This is an optimization exercise on Yosys and OpenROAD, whose aim is small area, a short achievable clock period and few clock cycles, not a production implementation.

## cordicMagPh
module cordicMagPh
   #(parameter integer N        = 13,  
     parameter integer XY_WIDTH = 18)  
    (input  wire                           clk,
     input  wire                           reset,    
     input  wire                           st,       
     input  wire signed [XY_WIDTH - 1 : 0] xin,      
     input  wire signed [XY_WIDTH - 1 : 0] yin,      
     output reg                            rdy,      
     output wire        [XY_WIDTH - 1 : 0] mag,      
     output wire signed [XY_WIDTH + 1 : 0] ph);
Size in the first run: ~1500 cells after synthesis, about 67 flip-flops, roughly 78 I/O pins, about 13000 µm² of cells after synthesis.
clock: 8.0 ns
lec_check: 0
cap_margin: 20
core_margin: 2
core_utilization: 40
setup_slack_margin: 3.0
slew_margin: 20
run.sh (not shown) runs the stock make flow with config.mk's settings and CLKGATE_MAP_FILE= SYNTH_SCRIPT=/design/flow/synth_recipe.tcl, a recipe that flattens the netlist after the stock synthesis.
Change:
--- a/flow/design.v
+++ b/flow/design.v
@@ -19,20 +19,15 @@
     wire sx = xin[17];
     wire sy = yin[17];
     wire yz = (yin == 18'd0);
     wire [17 : 0] ax = xin ^ {18{sx}};
     wire [17 : 0] ay = yin ^ {18{sy}};
     wire [17 : 0] hs = ax ^ ay;
     wire [17 : 0] hc = ax & ay;
-    wire [18 : 0] x1;
-    cordicAdd #(19) addx1 (.a({1'b0, hs}), .b({hc, sx}), .cin(sy), .s(x1));
     wire sub1 = ~(sx ^ sy);
-    wire [18 : 0] y1;
-    cordicAdd #(19) addy1 (.a({yin[17], yin}), .b({xin[17], xin} ^ {19{sub1}}),
-                           .cin(sub1), .s(y1));
     wire [18 : 0] z1 = yz ? 19'd0 : ((sx ^ sy) ? 19'h70000 : 19'h10000);
     wire neg = w[20];                       
     wire pos = ~neg;
     reg  [18 : 0] ysh;                      
     reg  [18 : 0] xmk;                      
     reg  [15 : 0] at;                       
     always @(*) begin
@@ -78,14 +73,19 @@
                 at  = 16'd325;
             end
             4'd9: begin
                 ysh = {w[20], w[20], w[20], w[20], w[20], w[20], w[20], w[20], w[20], w[20], w[20], w[20], w[20], w[20], w[20], w[20], w[20], w[19], w[18]};
                 xmk = {{10{1'b1}}, 9'd0};
                 at  = 16'd162;
             end
+            4'd10: begin  
+                ysh = 19'd0;
+                xmk = 19'd0;
+                at  = 16'd81;
+            end
             4'd11: begin  
                 ysh = {1'b0, w[17 : 0]};
                 xmk = 19'd0;
                 at  = 16'd0;
             end
             default: begin
                 ysh = 19'd0;
@@ -93,18 +93,21 @@
                 at  = 16'd0;
             end
         endcase
     end
     wire fin = (cnt == 4'd11);
     wire negx = neg & ~fin;
     wire [18 : 0] xn;
-    cordicAdd #(19) addx (.a(x), .b(ysh ^ {19{negx}}), .cin(fin ? w[18] : neg), .s(xn));
+    cordicAdd #(19) addx (.a(st ? {1'b0, hs} : x), .b(st ? {hc, sx} : (ysh ^ {19{negx}})),
+                          .cin(st ? sy : (fin ? w[18] : neg)), .s(xn));
     wire [20 : 0] xm = {2'b00, x & xmk};
     wire [20 : 0] ws;
-    cordicAdd #(21) addw (.a(w), .b(xm ^ {21{pos}}), .cin(pos), .s(ws));
+    cordicAdd #(21) addw (.a(st ? {{3{yin[17]}}, yin} : w),
+                          .b(st ? ({{3{xin[17]}}, xin} ^ {21{sub1}}) : (xm ^ {21{pos}})),
+                          .cin(st ? sub1 : pos), .s(ws));
     wire [20 : 0] wn = {ws[19 : 0], 1'b0};
     wire n10 = neg;
     wire [11 : 0] y10 = {w[20], w[20 : 10]};
     wire [11 : 0] a10 = {3'b000, x[18 : 10]} ^ {12{~n10}};
     wire [11 : 0] y11;
     cordicAdd #(12) addy11 (.a(y10), .b(a10), .cin(~n10), .s(y11));
     wire n11 = y11[11];
@@ -120,40 +123,32 @@
     wire [11 : 0] tp;
     cordicAdd #(12) addp (.a(sp), .b({cp[10 : 0], ~n10}), .cin(e11), .s(tp));
     wire n12 = n11 ? tp[11] : tm[11];
     wire [1 : 0] s3 = {1'b0, n10} + {1'b0, n11} + {1'b0, n12};    
     wire [17 : 0] gha, ghb;
     wire gcy;
     cordicGain gain (.x(x), .s(s3), .ha(gha), .hb(ghb), .cy(gcy));
-    reg [8 : 0] kt;
+    reg [6 : 0] kt;
     always @(*) begin
-        case ({qrt, n10, n11, n12})
-            4'b0000: kt = 9'sd141;
-            4'b0001: kt = 9'sd101;
-            4'b0010: kt = 9'sd61;
-            4'b0011: kt = 9'sd21;
-            4'b0100: kt = -9'sd21;
-            4'b0101: kt = -9'sd61;
-            4'b0110: kt = -9'sd101;
-            4'b0111: kt = -9'sd141;
-            4'b1000: kt = -9'sd141;
-            4'b1001: kt = -9'sd101;
-            4'b1010: kt = -9'sd61;
-            4'b1011: kt = -9'sd21;
-            4'b1100: kt = 9'sd21;
-            4'b1101: kt = 9'sd61;
-            4'b1110: kt = 9'sd101;
-            4'b1111: kt = 9'sd141;
+        case ({qrt, w[20], w[19]})
+            3'b000: kt = 7'sd60;
+            3'b001: kt = 7'sd20;
+            3'b010: kt = -7'sd20;
+            3'b011: kt = -7'sd60;
+            3'b100: kt = -7'sd60;
+            3'b101: kt = -7'sd20;
+            3'b110: kt = 7'sd20;
+            3'b111: kt = 7'sd60;
         endcase
     end
     wire last = (cnt == 4'd10);
     wire zneg = neg ^ qrt;
-    wire [18 : 0] zb = last ? {{10{kt[8]}}, kt} : ({3'b000, at} ^ {19{zneg}});
+    wire [18 : 0] zb = fin ? {{12{kt[6]}}, kt} : ({3'b000, at} ^ {19{zneg}});
     wire [18 : 0] zn;
-    cordicAdd #(19) addz (.a(z), .b(zb), .cin(~last & zneg), .s(zn));
+    cordicAdd #(19) addz (.a(z), .b(zb), .cin(~fin & zneg), .s(zn));
     always @(posedge clk or posedge reset)
     if (reset) begin
         rdy  <= 1'b0;
         busy <= 1'b0;
         yzp  <= 1'b0;
     end else begin
         if (st) begin
@@ -166,25 +161,24 @@
                 rdy <= 1'b1;
             if (fin)
                 busy <= 1'b0;
         end
     end
     always @(posedge clk) begin
         if (st) begin
-            x   <= x1;
-            w   <= {y1[18], y1, 1'b0};
+            x   <= xn;
+            w   <= wn;
             z   <= z1;
             cnt <= 4'd1;
             qrt <= sx;
         end else begin
-            w   <= last ? {2'b00, gcy, ghb} : wn;
+            w   <= last ? {n11, n12, gcy, ghb} : wn;
             cnt <= cnt + 4'd1;
             if (busy) begin
-                if (~fin)
-                    z <= zn;
+                z <= zn;
                 x <= last ? {1'b0, gha} : xn;
             end
         end
     end
     wire [18 : 0] zs = (z[18 : 17] == 2'b01) ? 19'h20000 :
                        (z[18 : 17] == 2'b10) ? 19'h60000 : z;
     wire zs0 = (zs == 19'd0);
Result: Maximum frequency is higher by a few percent. Cell count shrinks by a few percent. Worst hold slack gets worse by 0.0094 ns. Clock skew shrinks by 0.0041 ns. Worst setup slack gets better by 0.13 ns. Cell area goes down by a little under a tenth. Wire length is lower by a little under a tenth. Utilization fell by 0.76 points. Die area drops by a little under a tenth. Via count went down by a little under a tenth. First-iteration DRC count climbs by roughly a tenth. Global-route usage drops by 0.11 points.
No functional check of the RTL was part of any run of this note.

## afterwards: timing with drivers on the ports
How much do the figures lean on ideal ports? The routed layouts below were timed once more, with nothing changed but the port constraints.
Step 1: set_driving_cell puts a clkbuf_16 on clk and a buf_2 on each other input, an assumption about the parent block.
Step 2, shift: input delay + t, output delay - t, t = (earliest + latest rising clock arrival at the registers) / 2. This alone moves slack from input paths to output paths.
Three values: ideal ports, drivers, drivers and shift; two values: the first two.
| run | t (ns) | setup WS [ns] | slew at the worst register clock pin (ns) | worst slew at a driven data input, ns |
|---|---|---|---|---|
| the first run | 0.400 | 2.706 / 2.706 / 2.706 | 0.07 / 0.07 | 0.05 |
| the second run | 0.401 | 2.832 / 2.832 / 2.647 | 0.07 / 0.07 | 0.07 |
After both steps every run listed still meets setup and hold. For the second run, which loses most, drivers alone change the setup slack by 0.000 ns; drivers and shift together by -0.185 ns.
